What follows belongs to an exercise in optimizing a design on an open flow for small area, a short achievable clock period and few clock cycles; a production flow would make more cautious choices. RTL that was checked went through simulation tests only; none was proved equivalent to the original.

## run A
## fft8_top
module fft8_top #(
parameter N= 8,
parameter WIDTH= 12,
parameter FRACTION = 8
)(
input  wire clk,
input  wire rst,
input  wire start,
input  wire load,
input  wire [$clog2(N)-1:0] load_addr,
input  wire signed [WIDTH-1:0] data_in_re,
input  wire signed [WIDTH-1:0] data_in_im,
input  wire [$clog2(N)-1:0] out_addr,
output reg  done,
output reg  signed [WIDTH-1:0] data_out_re,
output reg  signed [WIDTH-1:0] data_out_im
);
For scale: roughly 2600 cells after synthesis, ~210 flip-flops, ~59 I/O pins, ~21000 µm² of cells after synthesis.
==> flow/config.mk <==
export PLATFORM = sky130hd
export DESIGN_NAME = fft8_top
export DESIGN_NICKNAME = fft8_top
export VERILOG_FILES = /design/flow/design.v
export SDC_FILE = /design/flow/constraint.sdc
export NUM_CORES = 4
export LEC_CHECK = 0
export ABC_AREA = 1
export CAP_MARGIN = 20
export CORE_MARGIN = 2
export CORE_UTILIZATION = 35
export SLEW_MARGIN = 20
export SYNTH_HIERARCHICAL = 1
export SYNTH_MINIMUM_KEEP_SIZE = 0
==> flow/constraint.sdc <==
create_clock -name core_clock -period 15.0 [get_ports {clk}]
set_input_delay 3.0000 -clock core_clock [delete_from_list [all_inputs] [get_ports {clk}]]
set_output_delay 3.0000 -clock core_clock [all_outputs]
set_load 0.01 [all_outputs]
standard.sh (not shown) runs the stock make flow with config.mk's settings and CLKGATE_MAP_FILE= SYNTH_SCRIPT=/design/flow/synth_recipe.tcl, a recipe that flattens the netlist after the stock synthesis.
==> flow/flow/run.sh <==
#!/bin/bash
# Standard layout (the standard.sh: standard synthesis, floorplan, place,
# CTS, route, finish), with the timing repair asked to leave 7.9 ns of setup
# slack at the design's clock period.  The constraints are unchanged.
set -euo pipefail
bash standard.sh SETUP_SLACK_MARGIN=7.9 finish > standard_flow.log 2>&1
The flow did not stop early for run A: all stages ran, and the layout cleared the timing, DRC and antenna checks.
Testbench counts of run A, summed over its fixed seeds: cycles 5,760.
diff inputs: run A => run B
- a change of CORE_UTILIZATION from 35 to 30
==> flow/flow/run.sh <==
#!/bin/bash
# Standard layout (the standard.sh: standard synthesis, floorplan, place,
# CTS, route, finish), with the timing repair asked to leave 7.75 ns of setup
# slack at the design's clock period.  The constraints are unchanged.
set -euo pipefail
bash standard.sh SETUP_SLACK_MARGIN=7.75 finish > standard_flow.log 2>&1
Notes after the runs:
Wire length: run B worse than run A
Diff run A -> run B: area overhead of the layout relative to synthesis now smaller; first-iteration DRC count fell by 210.
Run B ended with more stage delay of the slowest cell on the critical path than run A.
On final hold slack, run B does worse than run A.
### run B -> run C
- a change of CORE_UTILIZATION from 30 to 40
- a deleted ABC_AREA that had been 1
==> flow/flow/run.sh <==
#!/bin/bash
# Standard layout (the standard.sh: standard synthesis, floorplan, place,
# CTS, route, finish), with the timing repair asked to leave 7.5 ns of setup
# slack at the design's clock period.  The constraints are unchanged.
set -euo pipefail
bash standard.sh SETUP_SLACK_MARGIN=7.5 finish > standard_flow.log 2>&1
--- outcome ---
Looking only at share of cell area taken by multi-input logic gates, and setting everything else aside, the lower value of run C and run B goes to run B.
Highest clock frequency the design can meet, run C and run B: lower on run C
Summary of run C over run B: worst slack after detailed placement picked up an extra 0.19 ns; via count of the first global-routing pass closely matched the old numbers; final core area utilization increased 11 points; cell count shrank by 583.
As far as total of buffers placed on input and output ports goes, run B and run C are indistinguishable; the numbers are identical.
Run C ends up with a wire length of the first global-routing pass that is 2.4% lower than in run B.
Input-level comparison between run D and run C:
==> flow/flow/run.sh <==
#!/bin/bash
# Standard layout (the standard.sh: standard synthesis, floorplan, place,
# CTS, route, finish), with the timing repair asked to leave 7.75 ns of setup
# slack at the design's clock period.  The constraints are unchanged.
set -euo pipefail
bash standard.sh SETUP_SLACK_MARGIN=7.75 finish > standard_flow.log 2>&1
==> comparison <==
The library cell contributing the largest single delay on the critical path comes out sky130_fd_sc_hd__mux4_2 in one run and sky130_fd_sc_hd__clkdlybuf4s50_1 in the other, namely in run D and run C respectively.
On relative area of clock buffers and inverters in the final design, run D and run C are neck and neck.
Comparing run D with run C, the final routed wirelength across all metal layers came out essentially unchanged.

========
fft8_top, a different RTL version from the one above (not shown whole).
Settings: LEC_CHECK=0, CAP_MARGIN=20, CORE_MARGIN=2, CORE_UTILIZATION=40, CTS_BUF_LIST=sky130_fd_sc_hd__clkbuf_4 sky130_fd_sc_hd__clkbuf_8, CTS_CLUSTER_SIZE=30, SLEW_MARGIN=20, SYNTH_HIERARCHICAL=1, SYNTH_MINIMUM_KEEP_SIZE=0; clock period 15.0 ns.
==> flow/flow/run.sh <==
#!/bin/bash
# Standard layout (the standard.sh: standard synthesis, floorplan, place,
# CTS, route, finish), with the timing repair asked to leave 7.5 ns of setup
# slack at the design's clock period.  The constraints are unchanged.
set -euo pipefail
bash standard.sh SETUP_SLACK_MARGIN=7.5 finish > standard_flow.log 2>&1
The first run went through all stages and came out clean.
Testbench counts at the start, summed over its fixed seeds: cycles 5,760.
==> next run, changes <==
- ABC_AREA: unset -> 1
- CTS_BUF_LIST: sky130_fd_sc_hd__clkbuf_4 sky130_fd_sc_hd__clkbuf_8 -> unset
- CTS_CLUSTER_SIZE: 30 -> unset
After rerunning:
- wire length goes up by 23%
- synthesized cell count climbs by 31%
- setup slack gains 18 ps
==> next run, changes <==
- ABC_AREA: 1 -> unset
After rerunning: The new run completed without violations. Die area goes down slightly. Utilization goes up by 0.79 points. Cell area goes up slightly. Non-clock buffer count goes up by 20. Cell count goes down by about a fifth.

========
## job 6686
The RTL this note starts from:
==> flow/design.v <==
module rca #(parameter W = 6) (
    input  wire [W-1:0] a,
    input  wire [W-1:0] b,
    input  wire         ci,
    output wire [W-1:0] s,
    output wire         co
);
    wire [W:0] c;
    assign c[0] = ci;
    genvar i;
    generate for (i = 0; i < W; i = i + 1) begin : g
        assign s[i]   = a[i] ^ b[i] ^ c[i];
        assign c[i+1] = (a[i] & b[i]) | (c[i] & (a[i] ^ b[i]));
    end endgenerate
    assign co = c[W];
endmodule
module accum (
    input  wire [11:0] acc,
    input  wire        pend,
    input  wire        clr,
    input  wire [11:0] op,
    input  wire        neg,
    output wire [11:0] nxt,
    output wire        npend
);
    wire [11:0] a = acc & {12{~clr}};
    wire [11:0] b = op ^ {12{neg}};
    wire        unused;
    rca #(6) lo (.a(a[5:0]),  .b(b[5:0]),  .ci(neg),          .s(nxt[5:0]),  .co(npend));
    rca #(6) hi (.a(a[11:6]), .b(b[11:6]), .ci(pend & ~clr),  .s(nxt[11:6]), .co(unused));
endmodule
module resolve (
    input  wire [11:0] acc,
    input  wire        pend,
    output wire [11:0] v
);
    assign v = {acc[11:6] + {5'b0, pend}, acc[5:0]};
endmodule
function [11:0] f181;
    input [12:0] x;
    reg [19:0] p;
    begin
        p = ({7'b0, x} << 7) + ({7'b0, x} << 5) + ({7'b0, x} << 4) + ({7'b0, x} << 2) + {7'b0, x}
            + (x[12] ? 20'h96000 : 20'h0);
        f181 = p[19:8];
    end
endfunction
module tw_bfly (
    input  wire signed [11:0] ur, ui, vr, vi,
    input  wire               m,
    output wire [11:0]        ar, ai, br, bi
);
    wire signed [12:0] S = vr + vi;
    wire signed [12:0] D = vi - vr;
    wire [11:0] F1 = f181(S);
    wire [11:0] F2 = f181(D);
    wire nzS = m & (|S[7:0]);
    wire nzD = m & (|D[7:0]);
    assign ar = ur + F1 + nzS;
    assign br = ur + ~F1 + !nzS;
    assign ai = ui + F2 + nzD;
    assign bi = ui + ~F2 + !nzD;
endmodule
module fft8_top #(
parameter N= 8,
parameter WIDTH= 12,
parameter FRACTION = 8
)(
input  wire clk,
input  wire rst,
input  wire start,
input  wire load,
input  wire [$clog2(N)-1:0] load_addr,
input  wire signed [WIDTH-1:0] data_in_re,
input  wire signed [WIDTH-1:0] data_in_im,
input  wire [$clog2(N)-1:0] out_addr,
output reg  done,
output reg  signed [WIDTH-1:0] data_out_re,
output reg  signed [WIDTH-1:0] data_out_im
);
reg fresh;    
reg ph1;      
always @(posedge clk or posedge rst) begin
    if (rst) begin
        done  <= 1'b0;
        ph1   <= 1'b0;
        fresh <= 1'b1;
    end else begin
        ph1  <= start;
        done <= ph1;
        if (start) fresh <= 1'b1;
        else if (load) fresh <= 1'b0;
    end
end
wire [2:0]  e   = load_addr;
wire        clr = load & fresh;
wire [11:0] xr  = data_in_re & {12{load}};
wire [11:0] xi  = data_in_im & {12{load}};
wire [11:0] ar_ = e[2] ? xi : xr, ai_ = e[2] ? xr : xi;
wire [11:0] br_ = e[1] ? xi : xr, bi_ = e[1] ? xr : xi;
wire [11:0] blr = br_ & {12{~e[2]}}, bli = bi_ & {12{~e[2]}};
wire [11:0] bhr = br_ & {12{e[2]}},  bhi = bi_ & {12{e[2]}};
wire n4   = load & e[2];
wire n2r  = load & e[1];                    
wire n2i  = load & (e[2] ^ e[1]);
wire n6r  = load & (e[2] ^ e[1]);           
wire n6i  = load & e[1];
wire nc1r = load & e[0];
wire nc1i = load & (e[1] ^ e[0]);
wire nc3r = load & (e[1] ^ e[0]);
wire nc3i = load & e[0];
reg [11:0] q0r, q0i, q2r, q2i, q4r, q4i, q6r, q6i;
reg [11:0] uar, uai, var_, vai, ucr, uci, vcr, vci;
reg [15:0] pend;    
wire [11:0] n0r, n0i, n2r_, n2i_, n4r, n4i, n6r_, n6i_;
wire [11:0] nuar, nuai, nvar, nvai, nucr, nuci, nvcr, nvci;
wire [15:0] npend;
accum A0r (.acc(q0r), .pend(pend[0]),  .clr(clr), .op(xr),  .neg(1'b0), .nxt(n0r),  .npend(npend[0]));
accum A0i (.acc(q0i), .pend(pend[1]),  .clr(clr), .op(xi),  .neg(1'b0), .nxt(n0i),  .npend(npend[1]));
accum A4r (.acc(q4r), .pend(pend[2]),  .clr(clr), .op(xr),  .neg(n4),   .nxt(n4r),  .npend(npend[2]));
accum A4i (.acc(q4i), .pend(pend[3]),  .clr(clr), .op(xi),  .neg(n4),   .nxt(n4i),  .npend(npend[3]));
accum A2r (.acc(q2r), .pend(pend[4]),  .clr(clr), .op(ar_), .neg(n2r),  .nxt(n2r_), .npend(npend[4]));
accum A2i (.acc(q2i), .pend(pend[5]),  .clr(clr), .op(ai_), .neg(n2i),  .nxt(n2i_), .npend(npend[5]));
accum A6r (.acc(q6r), .pend(pend[6]),  .clr(clr), .op(ar_), .neg(n6r),  .nxt(n6r_), .npend(npend[6]));
accum A6i (.acc(q6i), .pend(pend[7]),  .clr(clr), .op(ai_), .neg(n6i),  .nxt(n6i_), .npend(npend[7]));
accum Aur (.acc(uar), .pend(pend[8]),  .clr(clr), .op(blr), .neg(nc1r), .nxt(nuar), .npend(npend[8]));
accum Aui (.acc(uai), .pend(pend[9]),  .clr(clr), .op(bli), .neg(nc1i), .nxt(nuai), .npend(npend[9]));
accum Avr (.acc(var_),.pend(pend[10]), .clr(clr), .op(bhr), .neg(nc1r), .nxt(nvar), .npend(npend[10]));
accum Avi (.acc(vai), .pend(pend[11]), .clr(clr), .op(bhi), .neg(nc1i), .nxt(nvai), .npend(npend[11]));
accum Acr (.acc(ucr), .pend(pend[12]), .clr(clr), .op(blr), .neg(nc3r), .nxt(nucr), .npend(npend[12]));
accum Aci (.acc(uci), .pend(pend[13]), .clr(clr), .op(bli), .neg(nc3i), .nxt(nuci), .npend(npend[13]));
accum Adr (.acc(vcr), .pend(pend[14]), .clr(clr), .op(bhr), .neg(nc3r), .nxt(nvcr), .npend(npend[14]));
accum Adi (.acc(vci), .pend(pend[15]), .clr(clr), .op(bhi), .neg(nc3i), .nxt(nvci), .npend(npend[15]));
wire [11:0] rur, rui, rvr, rvi;
resolve Rur (.acc(uar),  .pend(pend[8]),  .v(rur));
resolve Rui (.acc(uai),  .pend(pend[9]),  .v(rui));
resolve Rvr (.acc(var_), .pend(pend[10]), .v(rvr));
resolve Rvi (.acc(vai),  .pend(pend[11]), .v(rvi));
wire [11:0] tar, tai, tbr, tbi;
tw_bfly tw (.ur(rur), .ui(rui), .vr(rvr), .vi(rvi), .m(ph1),
            .ar(tar), .ai(tai), .br(tbr), .bi(tbi));
always @(posedge clk) begin
    pend <= npend;
    q0r <= n0r;  q0i <= n0i;
    q2r <= n2r_; q2i <= n2i_;
    q4r <= n4r;  q4i <= n4i;
    q6r <= n6r_; q6i <= n6i_;
    if (start) begin
        ucr <= tar;  uci <= tai;
        vcr <= tbr;  vci <= tbi;
        uar <= nuci; uai <= nucr;
        var_ <= nvci; vai <= nvcr;
    end else if (ph1) begin
        uar <= tbi;  uai <= tbr;
        var_ <= tai; vai <= tar;
        ucr <= nucr; uci <= nuci;
        vcr <= nvcr; vci <= nvci;
    end else begin
        uar <= nuar; uai <= nuai;
        var_ <= nvar; vai <= nvai;
        ucr <= nucr; uci <= nuci;
        vcr <= nvcr; vci <= nvci;
    end
end
always @(*) begin
    case (out_addr)
        3'd0: begin data_out_re = q0r;  data_out_im = q0i; end
        3'd1: begin data_out_re = ucr;  data_out_im = uci; end
        3'd2: begin data_out_re = q2r;  data_out_im = q2i; end
        3'd3: begin data_out_re = uar;  data_out_im = uai; end
        3'd4: begin data_out_re = q4r;  data_out_im = q4i; end
        3'd5: begin data_out_re = vcr;  data_out_im = vci; end
        3'd6: begin data_out_re = q6r;  data_out_im = q6i; end
        default: begin data_out_re = var_; data_out_im = vai; end
    endcase
end
endmodule
Settings: LEC_CHECK=0, CAP_MARGIN=20, CORE_MARGIN=2, CORE_UTILIZATION=40, SLEW_MARGIN=20; clock period 15.0 ns.
run.sh (not shown) runs the stock make flow with config.mk's settings and CLKGATE_MAP_FILE= SYNTH_SCRIPT=/design/flow/synth_recipe.tcl, a recipe that flattens the netlist after the stock synthesis.
Stock flow here: none of the scripts above is used.
#### Input delta (job 3432 over job 6686)
==> flow/flow/run.sh (new file) <==
#!/bin/bash
# Standard layout (the standard.sh: standard synthesis, floorplan, place,
# CTS, route, finish), with the timing repair asked to leave 6.5 ns of setup
# slack at the design's clock period.  The constraints are unchanged.
set -euo pipefail
bash standard.sh SETUP_SLACK_MARGIN=6.5 finish > standard_flow.log 2>&1
==> flow/standard.sh (new file) <==
#!/bin/bash
# synth_recipe.tcl (not shown) runs the flow's synth.tcl, then flattens the netlist and writes it again
# the make line also repeats each setting of config.mk as NAME=value (left out here)
make -C /OpenROAD-flow-scripts/flow DESIGN_CONFIG=/design/flow/config.mk WORK_HOME=/design/flow/orfs CLKGATE_MAP_FILE= SYNTH_SCRIPT=/design/flow/synth_recipe.tcl "${@:-finish}"
removed: flow/run.sh
Findings:
Every run (job 6686 and job 3432) finished clean.
Looking only at transition time at the pin with the least slew margin, and setting everything else aside, the higher value of job 6686 and job 3432 goes to job 6686.
Diff job 6686 -> job 3432: count of routing violations after the opening detailed-route iteration decreased by 23 relative to the old numbers; multi-input gate share of the layout cell area shows no meaningful change.
Job 6686 -> job 3432: global routing usage summed across all routing layers flat
Compared with job 6686, job 3432 shows share of the clock period used by the worst path after layout lower by 3.3 points.
Count of antenna-violating nets left after detailed routing came out exactly the same in job 6686 and job 3432.
The tapcell count was comparable across job 6686 and job 3432.
Job 3432 against job 6686: design area level; time the worst path needs with I/O delays and setup moved down; layout-stage area growth over the synthesis result level.
## Diff of input files: job 9529 against job 3432
==> flow/flow/run.sh <==
#!/bin/bash
# Standard layout (the standard.sh: standard synthesis, floorplan, place,
# CTS, route, finish), with the timing repair asked to leave 7.5 ns of setup
# slack at the design's clock period.  The constraints are unchanged.
set -euo pipefail
bash standard.sh SETUP_SLACK_MARGIN=7.5 finish > standard_flow.log 2>&1
[summary]
- For the fraction of layout instances using a drive strength above 1, job 9529 came in 3.7 points higher than job 3432 did.
- Compared with job 3432, job 9529 shows a layout overhead on the synthesized area that is 4.4 points higher.
- Compared to job 3432, job 9529 has highest net fanout along the worst path 64 lower.
- Job 9529 vs job 3432: number of vias after detailed routing up in job 9529
- The number of enable-type register cells in the synthesized netlist was comparable across job 9529 and job 3432.
- Changes observed in job 9529 relative to job 3432: final critical delay including setup and external delays decreased by 0.86 ns relative to the old numbers, setup slack increased by 0.86 ns relative to the old numbers, register-to-register path setup slack increased by 0.56 ns relative to the old numbers, final-layout clock buffer total increased by 4 relative to the old numbers.
No functional check of the RTL was part of any run of this note.

==> static timing again, ports no longer ideal <==
The results above use ideal ports. As a check the final layouts listed here were re-extracted and re-timed, cells and wires unchanged. Step 1 (the two cells are an assumption about what drives the block):
set clk [get_ports {clk}]
set_driving_cell -lib_cell sky130_fd_sc_hd__clkbuf_16 $clk
set_driving_cell -lib_cell sky130_fd_sc_hd__buf_2 [delete_from_list [all_inputs] $clk]
Step 2 times the ports against the registers' clock, not the clock port: input delays grow and output delays shrink by t, the midpoint of the rising clock arrivals with the driver on. Slacks: ideal / step 1 / step 2; pairs: ideal / step 1.
run	t (ns)	setup WS [ns]	worst slew at a driven data input, ns
run A	0.619	7.778 / 7.678 / 7.449	0.15
run B	0.629	7.630 / 7.565 / 7.350	0.09
run C	0.623	7.283 / 7.253 / 7.127	0.07
run D	0.625	7.684 / 7.619 / 7.283	0.08
the first run of note 2	0.615	7.512 / 7.476 / 7.104	0.04
the second run of note 2	0.597	7.530 / 7.488 / 7.049	0.07
the third run of note 2	0.607	7.505 / 7.468 / 7.082	0.04
job 6686	0.589	6.129 / 6.107 / 6.107	0.05
job 3432	0.590	6.623 / 6.598 / 6.598	0.05
job 9529	0.591	7.487 / 7.386 / 7.248	0.15
After both steps every run listed still meets setup and hold. For the second run of note 2, which loses most, drivers alone change the setup slack by -0.042 ns; drivers and shift together by -0.481 ns.
